This design comes from an exercise in tuning for small area, a short achievable clock period and few clock cycles on the open sky130 flow, not from production work.
Function was checked by simulation only, so behaviour that the tests miss may differ from the original.
Power figures rest on the tool's default switching activity, not on a simulated workload.

==> nickel <==
Design Controller_module, start of the top module:
module Controller_module (
    input working_clock,
    input reset_machine,
    input controller_change_mode,
    input key_valid,
    input [3:0]key_code,
    output key_ack,
    output reg out_valid,
    output reg out_device,
    output reg [7:0]out_char,
    output editing,
    output halted
    );
export LEC_CHECK = 0
export ABC_AREA = 1
export ABC_CLOCK_PERIOD_IN_PS = 3000
export CAP_MARGIN = 20
export CORE_MARGIN = 2
export CORE_UTILIZATION = 40
export SETUP_SLACK_MARGIN = 1.5
export SLEW_MARGIN = 20
create_clock -name core_clock -period 6.0 [get_ports {working_clock}]
run.sh (not shown) runs the stock make flow with config.mk's settings and CLKGATE_MAP_FILE= SYNTH_SCRIPT=/design/flow/synth_recipe.tcl, a recipe that flattens the netlist after the stock synthesis.
==> raven: changes against nickel <==
--- a/flow/design.v
+++ b/flow/design.v
@@ -60,21 +60,18 @@
     wire [3:0] gr2 = (rp + 7'd2 < hw) ? bank2[ri] : S_END;
     wire [3:0] gr3 = (rp + 7'd3 < hw) ? bank3[ri] : S_END;
     wire [15:0] grp = {gr3, gr2, gr1, gr0};
     reg [31:0] q;
     reg [4:0] g;
     reg [1:0] o;
+    reg [3:0] oh;             
     wire [6:0] pc = {g, o};
     reg [3:0] w0, w1, w2, w3, w4;    
     always @(*) begin
-        case (o)
-        2'd0: {w4, w3, w2, w1, w0} = q[19:0];
-        2'd1: {w4, w3, w2, w1, w0} = q[23:4];
-        2'd2: {w4, w3, w2, w1, w0} = q[27:8];
-        default: {w4, w3, w2, w1, w0} = {S_END, q[27:12]};   
-        endcase
+        {w4, w3, w2, w1, w0} = ({20{oh[0]}} & q[19:0]) | ({20{oh[1]}} & q[23:4]) |
+                               ({20{oh[2]}} & q[27:8]) | ({20{oh[3]}} & {S_END, q[27:12]});
     end
     function is_op(input [3:0] s);
         is_op = s[3];
     endfunction
     function is_mv(input [3:0] s);
         is_mv = !s[3] && s[2];
@@ -147,17 +144,26 @@
     wire [3:0] a2s = a2 ? w1 : S_PAS;
     wire [2:0] f_mv = ca0 ? {m2_0, dr[0], m1_0} : ca1 ? {m2_1, dr[1], m1_1} : {m2_2, dr[2], m1_2};
     wire [3:0] b1 = b1k[1] ? w1 : b1k[2] ? w2 : b1k[3] ? w3 : b1k[4] ? w4 : S_PAS;
     wire [3:0] b2 = b2k[1] ? w2 : b2k[2] ? w3 : b2k[3] ? w4 : S_PAS;
     wire f_end = lenh[0];
     wire [1:0] f_kind = f_end ? K_END : K_OPS;
-    wire [2:0] os1 = {1'b0, o} + 3'd1, os2 = {1'b0, o} + 3'd2, os3 = {1'b0, o} + 3'd3,
-               os4 = {1'b0, o} + 3'd4, os5 = {1'b0, o} + 3'd5;
-    wire [2:0] osum = ({3{lenh[1]}} & os1) | ({3{lenh[2]}} & os2) | ({3{lenh[3]}} & os3) |
-                      ({3{lenh[4]}} & os4) | ({3{lenh[5]}} & os5) | ({3{f_end}} & {1'b0, o});
-    wire sh = osum[2];
+    reg [3:0] nxh;
+    reg sh;
+    integer ok_, ol_;
+    always @(*) begin
+        nxh = 4'd0;
+        sh = 1'b0;
+        for (ok_ = 0; ok_ < 4; ok_ = ok_ + 1)
+            for (ol_ = 0; ol_ < 6; ol_ = ol_ + 1)
+                if (ok_ + ol_ <= 7) begin
+                    nxh[(ok_ + ol_) % 4] = nxh[(ok_ + ol_) % 4] | (oh[ok_] & lenh[ol_]);
+                    if (ok_ + ol_ >= 4) sh = sh | (oh[ok_] & lenh[ol_]);
+                end
+    end
+    wire [2:0] osum = {sh, nxh[3] | nxh[2], nxh[3] | nxh[1]};
     wire [4:0] g1 = g + 5'd1, g2 = g + 5'd2, g3 = g + 5'd3;
     wire [38:0] qs_seq = sh ? {g1, osum[1:0], grp, q[31:16]} : {g, osum[1:0], q};
     wire [4:0] ri_seq = sh ? g3 : g2;
     wire [38:0] qs_cur = {g, o, q};
     function [4:0] comp2(input [3:0] x1, input [3:0] x2);    
         reg [1:0] s1;
@@ -180,13 +186,46 @@
         end
     endfunction
     wire [4:0] f_a5 = comp2(a1, a2s);
     wire [4:0] f_b5 = comp2(b1, b2);
     wire [5:0] f_a = {f_a5[4:3], {f_a5[2], f_a5[2:0]}};
     wire [5:0] f_b = {f_b5[4:3], {f_b5[2], f_b5[2:0]}};
-    wire [5:0] f_c = (f_b[5:4] != 2'd0) ? f_b : {f_a[5:4], f_a[3:0] + f_b[3:0]};
+    wire [4:0] sinc, sdec, srst, skey;
+    generate for (gj = 0; gj < 5; gj = gj + 1) begin : g_sf
+        wire [3:0] sy = (gj == 0) ? w0 : (gj == 1) ? w1 : (gj == 2) ? w2 : (gj == 3) ? w3 : w4;
+        assign sinc[gj] = sy[3] && sy[2:0] == 3'b100;
+        assign sdec[gj] = sy[3] && sy[2:0] == 3'b101;
+        assign srst[gj] = sy[3] && (sy[2:1] == 2'b11 || sy[2:0] == 3'b011);
+        assign skey[gj] = sy[3] && sy[2:0] == 3'b011;
+    end endgenerate
+    function [9:0] pre(input integer n);
+        integer i;
+        reg [4:0] live;
+        reg after;
+        reg [1:0] sr;
+        reg [2:0] ci, cd;
+        begin
+            after = 1'b1;
+            sr = 2'd0;
+            for (i = 4; i >= 0; i = i - 1) begin
+                live[i] = (i < n) && after;
+                if (i < n && srst[i] && after) sr = skey[i] ? 2'd2 : 2'd1;
+                if (i < n && srst[i]) after = 1'b0;
+            end
+            ci = {2'b0, sinc[0] & live[0]} + {2'b0, sinc[1] & live[1]} + {2'b0, sinc[2] & live[2]} +
+                 {2'b0, sinc[3] & live[3]} + {2'b0, sinc[4] & live[4]};
+            cd = {2'b0, sdec[0] & live[0]} + {2'b0, sdec[1] & live[1]} + {2'b0, sdec[2] & live[2]} +
+                 {2'b0, sdec[3] & live[3]} + {2'b0, sdec[4] & live[4]};
+            pre = {sr, {1'b0, ci} - {1'b0, cd}, {1'b0, cd} - {1'b0, ci}};
+        end
+    endfunction
+    wire [9:0] pc1_ = pre(1), pc2_ = pre(2), pc3_ = pre(3), pc4_ = pre(4), pc5_ = pre(5);
+    wire [9:0] f_cx = ({10{e[1]}} & pc1_) | ({10{e[2]}} & pc2_) | ({10{e[3]}} & pc3_) |
+                      ({10{e[4]}} & pc4_) | ({10{e5}} & pc5_);
+    wire [5:0] f_c = f_cx[9:4];
+    wire [3:0] f_cn = f_cx[3:0];
     function [7:0] neg(input [3:0] dl);
         neg = 8'd0 - {{4{dl[3]}}, dl};
     endfunction
     wire f_inp = a1 == S_INP || a2s == S_INP || b1 == S_INP || b2 == S_INP;
     wire [3:0] f_out = {b2 == S_OUP, b1 == S_OUP, a2s == S_OUP, a1 == S_OUP};
     wire f_sw_all = (a1 == S_CEO) ^ (a2s == S_CEO) ^ (b1 == S_CEO) ^ (b2 == S_CEO);
@@ -284,17 +323,20 @@
         2'd2: sw = gr2;
         default: sw = gr3;
         endcase
     end
     assign key_ack = key_valid && (mode == M_EDIT || (active && u_inp));
     assign editing = (mode == M_EDIT) && !kv;
-    assign halted = (mode == M_HALT) || (run && u_kind == K_END && !out_valid);
+    reg halted_r;
+    assign halted = halted_r;
+    wire end_next = run && !(e_end || e_skip || e_back || e_miss || e_xmiss) && !stall &&
+                    f_kind == K_END && !(go && u_out != 4'd0);
     always @(posedge working_clock) begin
         if (!stall) begin
             u_a <= f_a; u_b <= f_b; u_c <= f_c; u_mv <= f_mv;
-            u_bneg <= neg(f_b[3:0]); u_cneg <= neg(f_c[3:0]);
+            u_bneg <= neg(f_b[3:0]); u_cneg <= {{4{f_cn[3]}}, f_cn};
             u_sel <= go ? msel(f_mv, ptr_n[0], ptr_n == 6'd0, ptr_n == 6'd1, ptr_n == 6'd62, ptr_n == 6'd63)
                         : msel(f_mv, h, at0, at1, at62, at63);
             u_out <= f_out; u_swa <= f_sw_all; u_swo <= f_sw_out;
             u_inp <= f_inp; u_br <= has_r; u_lol <= has_l;
             u_pred <= f_pt && mode == M_RUN;
             u_pex <= f_pex && mode == M_RUN;
@@ -309,17 +351,19 @@
             hw <= 7'd0;
             kv <= 1'b0;
             ptr <= 6'd0;
             {at0, at1, at62, at63} <= 4'b1000;
             dev <= 1'b0;
             out_valid <= 1'b0;
+            halted_r <= 1'b0;
             d <= 7'd0;
             u_kind <= K_NOP;
             ri <= 5'd0;
         end else begin
             out_valid <= go && u_out != 4'd0;
+            if (e_end || end_next) halted_r <= 1'b1;
             kv <= key_valid && mode == M_EDIT;
             kreg <= key_code;
             if (kv) begin
                 if (kreg <= 4'ha) begin
                     if (cursor != 7'd127) cursor <= cursor + 7'd1;
                     if (cursor == hw && cursor != 7'd127) hw <= hw + 7'd1;
@@ -345,12 +389,13 @@
             case (mode)
             M_EDIT: begin
                 ri <= {4'd0, ~ri[0]};
                 if (ri[0]) q[31:16] <= grp; else q[15:0] <= grp;
                 g <= 5'd0;
                 o <= 2'd0;
+                oh <= 4'b0001;
                 if (controller_change_mode) begin
                     mode <= M_RUN;
                     ri <= 5'd2;
                 end
             end
             M_RUN: begin
@@ -366,25 +411,29 @@
                     cnt <= 7'd0;
                     sp <= pc - 7'd2;
                     ri <= pc_m2[6:2];
                     u_kind <= K_NOP;
                 end else if (e_miss) begin
                     {g, o, q} <= ft;
+                    oh <= 4'b0001 << ft[33:32];
                     ri <= ft_ri;
                     u_kind <= K_NOP;
                 end else if (e_xmiss) begin
                     {g, o, q} <= cur_top;
+                    oh <= 4'b0001 << cur_top[33:32];
                     ri <= cur_top_ri;
                     u_kind <= K_NOP;
                 end else if (!stall) begin
                     u_kind <= f_kind;
                     if (f_pt) begin
                         {g, o, q} <= top_eff;
+                        oh <= 4'b0001 << top_eff[33:32];
                         ri <= top_ri;
                     end else begin
                         {g, o, q} <= qs_seq;
+                        oh <= nxh;
                         ri <= ri_seq;
                     end
                 end
             end
             M_FSCAN: begin
                 sp <= sp + 7'd1;
@@ -414,12 +463,13 @@
                 mode <= M_LOAD1;
             end
             M_LOAD1: begin
                 q[31:16] <= grp;
                 g <= sp[6:2];
                 o <= sp[1:0];
+                oh <= 4'b0001 << sp[1:0];
                 ri <= ri + 5'd1;
                 mode <= M_RUN;
             end
             default: ;
             endcase
         end
--- a/flow/config.mk
+++ b/flow/config.mk
@@ -7,8 +7,10 @@
 export LEC_CHECK = 0
 export ABC_AREA = 1
 export ABC_CLOCK_PERIOD_IN_PS = 3000
 export CAP_MARGIN = 20
 export CORE_MARGIN = 2
 export CORE_UTILIZATION = 40
-export SETUP_SLACK_MARGIN = 1.5
+export CTS_BUF_LIST = sky130_fd_sc_hd__clkbuf_8
+export CTS_CLUSTER_SIZE = 20
+export SETUP_SLACK_MARGIN = 1.0
 export SLEW_MARGIN = 20
==> fjord: changes against nickel <==
--- a/flow/design.v
+++ b/flow/design.v
@@ -180,13 +180,46 @@
         end
     endfunction
     wire [4:0] f_a5 = comp2(a1, a2s);
     wire [4:0] f_b5 = comp2(b1, b2);
     wire [5:0] f_a = {f_a5[4:3], {f_a5[2], f_a5[2:0]}};
     wire [5:0] f_b = {f_b5[4:3], {f_b5[2], f_b5[2:0]}};
-    wire [5:0] f_c = (f_b[5:4] != 2'd0) ? f_b : {f_a[5:4], f_a[3:0] + f_b[3:0]};
+    wire [4:0] sinc, sdec, srst, skey;
+    generate for (gj = 0; gj < 5; gj = gj + 1) begin : g_sf
+        wire [3:0] sy = (gj == 0) ? w0 : (gj == 1) ? w1 : (gj == 2) ? w2 : (gj == 3) ? w3 : w4;
+        assign sinc[gj] = sy[3] && sy[2:0] == 3'b100;
+        assign sdec[gj] = sy[3] && sy[2:0] == 3'b101;
+        assign srst[gj] = sy[3] && (sy[2:1] == 2'b11 || sy[2:0] == 3'b011);
+        assign skey[gj] = sy[3] && sy[2:0] == 3'b011;
+    end endgenerate
+    function [9:0] pre(input integer n);
+        integer i;
+        reg [4:0] live;
+        reg after;
+        reg [1:0] sr;
+        reg [2:0] ci, cd;
+        begin
+            after = 1'b1;
+            sr = 2'd0;
+            for (i = 4; i >= 0; i = i - 1) begin
+                live[i] = (i < n) && after;
+                if (i < n && srst[i] && after) sr = skey[i] ? 2'd2 : 2'd1;
+                if (i < n && srst[i]) after = 1'b0;
+            end
+            ci = {2'b0, sinc[0] & live[0]} + {2'b0, sinc[1] & live[1]} + {2'b0, sinc[2] & live[2]} +
+                 {2'b0, sinc[3] & live[3]} + {2'b0, sinc[4] & live[4]};
+            cd = {2'b0, sdec[0] & live[0]} + {2'b0, sdec[1] & live[1]} + {2'b0, sdec[2] & live[2]} +
+                 {2'b0, sdec[3] & live[3]} + {2'b0, sdec[4] & live[4]};
+            pre = {sr, {1'b0, ci} - {1'b0, cd}, {1'b0, cd} - {1'b0, ci}};
+        end
+    endfunction
+    wire [9:0] pc1_ = pre(1), pc2_ = pre(2), pc3_ = pre(3), pc4_ = pre(4), pc5_ = pre(5);
+    wire [9:0] f_cx = ({10{e[1]}} & pc1_) | ({10{e[2]}} & pc2_) | ({10{e[3]}} & pc3_) |
+                      ({10{e[4]}} & pc4_) | ({10{e5}} & pc5_);
+    wire [5:0] f_c = f_cx[9:4];
+    wire [3:0] f_cn = f_cx[3:0];
     function [7:0] neg(input [3:0] dl);
         neg = 8'd0 - {{4{dl[3]}}, dl};
     endfunction
     wire f_inp = a1 == S_INP || a2s == S_INP || b1 == S_INP || b2 == S_INP;
     wire [3:0] f_out = {b2 == S_OUP, b1 == S_OUP, a2s == S_OUP, a1 == S_OUP};
     wire f_sw_all = (a1 == S_CEO) ^ (a2s == S_CEO) ^ (b1 == S_CEO) ^ (b2 == S_CEO);
@@ -284,17 +317,20 @@
         2'd2: sw = gr2;
         default: sw = gr3;
         endcase
     end
     assign key_ack = key_valid && (mode == M_EDIT || (active && u_inp));
     assign editing = (mode == M_EDIT) && !kv;
-    assign halted = (mode == M_HALT) || (run && u_kind == K_END && !out_valid);
+    reg halted_r;
+    assign halted = halted_r;
+    wire end_next = run && !(e_end || e_skip || e_back || e_miss || e_xmiss) && !stall &&
+                    f_kind == K_END && !(go && u_out != 4'd0);
     always @(posedge working_clock) begin
         if (!stall) begin
             u_a <= f_a; u_b <= f_b; u_c <= f_c; u_mv <= f_mv;
-            u_bneg <= neg(f_b[3:0]); u_cneg <= neg(f_c[3:0]);
+            u_bneg <= neg(f_b[3:0]); u_cneg <= {{4{f_cn[3]}}, f_cn};
             u_sel <= go ? msel(f_mv, ptr_n[0], ptr_n == 6'd0, ptr_n == 6'd1, ptr_n == 6'd62, ptr_n == 6'd63)
                         : msel(f_mv, h, at0, at1, at62, at63);
             u_out <= f_out; u_swa <= f_sw_all; u_swo <= f_sw_out;
             u_inp <= f_inp; u_br <= has_r; u_lol <= has_l;
             u_pred <= f_pt && mode == M_RUN;
             u_pex <= f_pex && mode == M_RUN;
@@ -309,17 +345,19 @@
             hw <= 7'd0;
             kv <= 1'b0;
             ptr <= 6'd0;
             {at0, at1, at62, at63} <= 4'b1000;
             dev <= 1'b0;
             out_valid <= 1'b0;
+            halted_r <= 1'b0;
             d <= 7'd0;
             u_kind <= K_NOP;
             ri <= 5'd0;
         end else begin
             out_valid <= go && u_out != 4'd0;
+            if (e_end || end_next) halted_r <= 1'b1;
             kv <= key_valid && mode == M_EDIT;
             kreg <= key_code;
             if (kv) begin
                 if (kreg <= 4'ha) begin
                     if (cursor != 7'd127) cursor <= cursor + 7'd1;
                     if (cursor == hw && cursor != 7'd127) hw <= hw + 7'd1;
--- a/flow/config.mk
+++ b/flow/config.mk
@@ -7,8 +7,10 @@
 export LEC_CHECK = 0
 export ABC_AREA = 1
 export ABC_CLOCK_PERIOD_IN_PS = 3000
 export CAP_MARGIN = 20
 export CORE_MARGIN = 2
 export CORE_UTILIZATION = 40
-export SETUP_SLACK_MARGIN = 1.5
+export CTS_BUF_LIST = sky130_fd_sc_hd__clkbuf_8
+export CTS_CLUSTER_SIZE = 20
+export SETUP_SLACK_MARGIN = 1.8
 export SLEW_MARGIN = 20
==> results.txt <==
- Sequential power is about the same in nickel and fjord.
- Synthesized cell count: raven > fjord > nickel.
- Sequential share of layout area: raven > nickel > fjord.
- Global-route usage, lowest first: nickel, raven, fjord.
- Maximum frequency: fjord is higher than raven (about 5%).
- Against fjord, the setup slack of nickel is lower by 420 ps.
- Between nickel and raven, the lower flip-flop and latch count is in nickel (gap 4).
- The lowest cell count belongs to nickel, the highest to raven.
- Against nickel, the first-iteration DRC count of raven is larger by about 12%.
- The highest die area belongs to raven, the lowest to nickel.
- Clock skew, lowest first: nickel, raven, fjord.
==> figures <==
|  | nickel | fjord | raven |
|---|---|---|---|
| Result of the run | complete, no violations | complete, no violations | complete, no violations |
| Sum of net half-perimeters after detailed placement | 107400 um | 112500 um | 115900 um |
| Top achievable clock speed | 201.2 MHz | 220.0 MHz | 209.9 MHz |
| Synth top area share | 37.70% | 36.98% | 36.71% |
| Die Footprint | 155900 um^2 | 158700 um^2 | 160700 um^2 |
| Setup slack of the worst register-to-register path | 1030 ps | 1450 ps | 1240 ps |
| Summed instance area of the synthesized netlist | 61100 um^2 | 62200 um^2 | 62990 um^2 |
| Data required, critical path | 6510 ps | 6660 ps | 6700 ps |
| Comb pwr share | 44.6% | 52.1% | 45.0% |
| Synth Register Bits | 1332 | 1332 | 1336 |
| Wire length per cell after detailed routing | 20.42 um | 20.51 um | 20.39 um |
| Tightest Pin Transition | 1228 ps | 1081 ps | 1118 ps |
| Number of sinks driven by the clock tree | 1332 | 1332 | 1336 |
| Vias post-DR | 49.55k | 51.70k | 51.53k |
| Sequential share of power | 31.4% | 28.8% | 33.1% |
| Biggest fanout along the worst timing path | 7 | 6 | 14 |
| Length of routed wiring on met1 | 77760 um | 81070 um | 79930 um |
| Syn Inst Count | 6561 | 6711 | 6856 |
| Initial cell density of the core | 40.27% | 40.33% | 40.28% |
| Final worst slack | 1031 ps | 1454 ps | 1236 ps |
| Signal arrival time at the worst endpoint | 5480 ps | 5200 ps | 5460 ps |
| Mux cell area share after synthesis | 0.01843% | 0.01609% | 0.07945% |
| Standard cell core area | 151700 um^2 | 154200 um^2 | 156400 um^2 |
Testbench counts of nickel, summed over its fixed seeds: cycles 24,921.
Testbench counts of raven, summed over its fixed seeds: cycles 24,921.
Testbench counts of fjord, summed over its fixed seeds: cycles 24,921.

==> afterwards: timing with drivers on the ports <==
Ports are ideal in the flow. The routed layouts listed here were re-timed in OpenROAD. Step 1 sets driving cells, clkbuf_16 on the clock port and buf_2 on the other inputs (assumed; they add their load-dependent delay and slew). Step 2 also shifts input and output timing later by t, the mid clock arrival at the registers, as if the neighbouring blocks saw the same clock. a / b / c = ideal / step 1 / step 2; a / b = the first two.
| run | t, ns | setup slack, ns | clock arrival spread, ns |
|---|---|---|---|
| nickel | 0.834 | 1.031 / 1.031 / 0.849 | 0.042 / 0.042 |
| raven | 0.990 | 1.236 / 1.236 / 0.664 | 0.085 / 0.084 |
| fjord | 1.000 | 1.454 / 1.454 / 1.066 | 0.117 / 0.117 |
After both steps every run listed still meets setup and hold. For raven, which loses most, drivers alone change the setup slack by 0.000 ns; drivers and shift together by -0.572 ns.
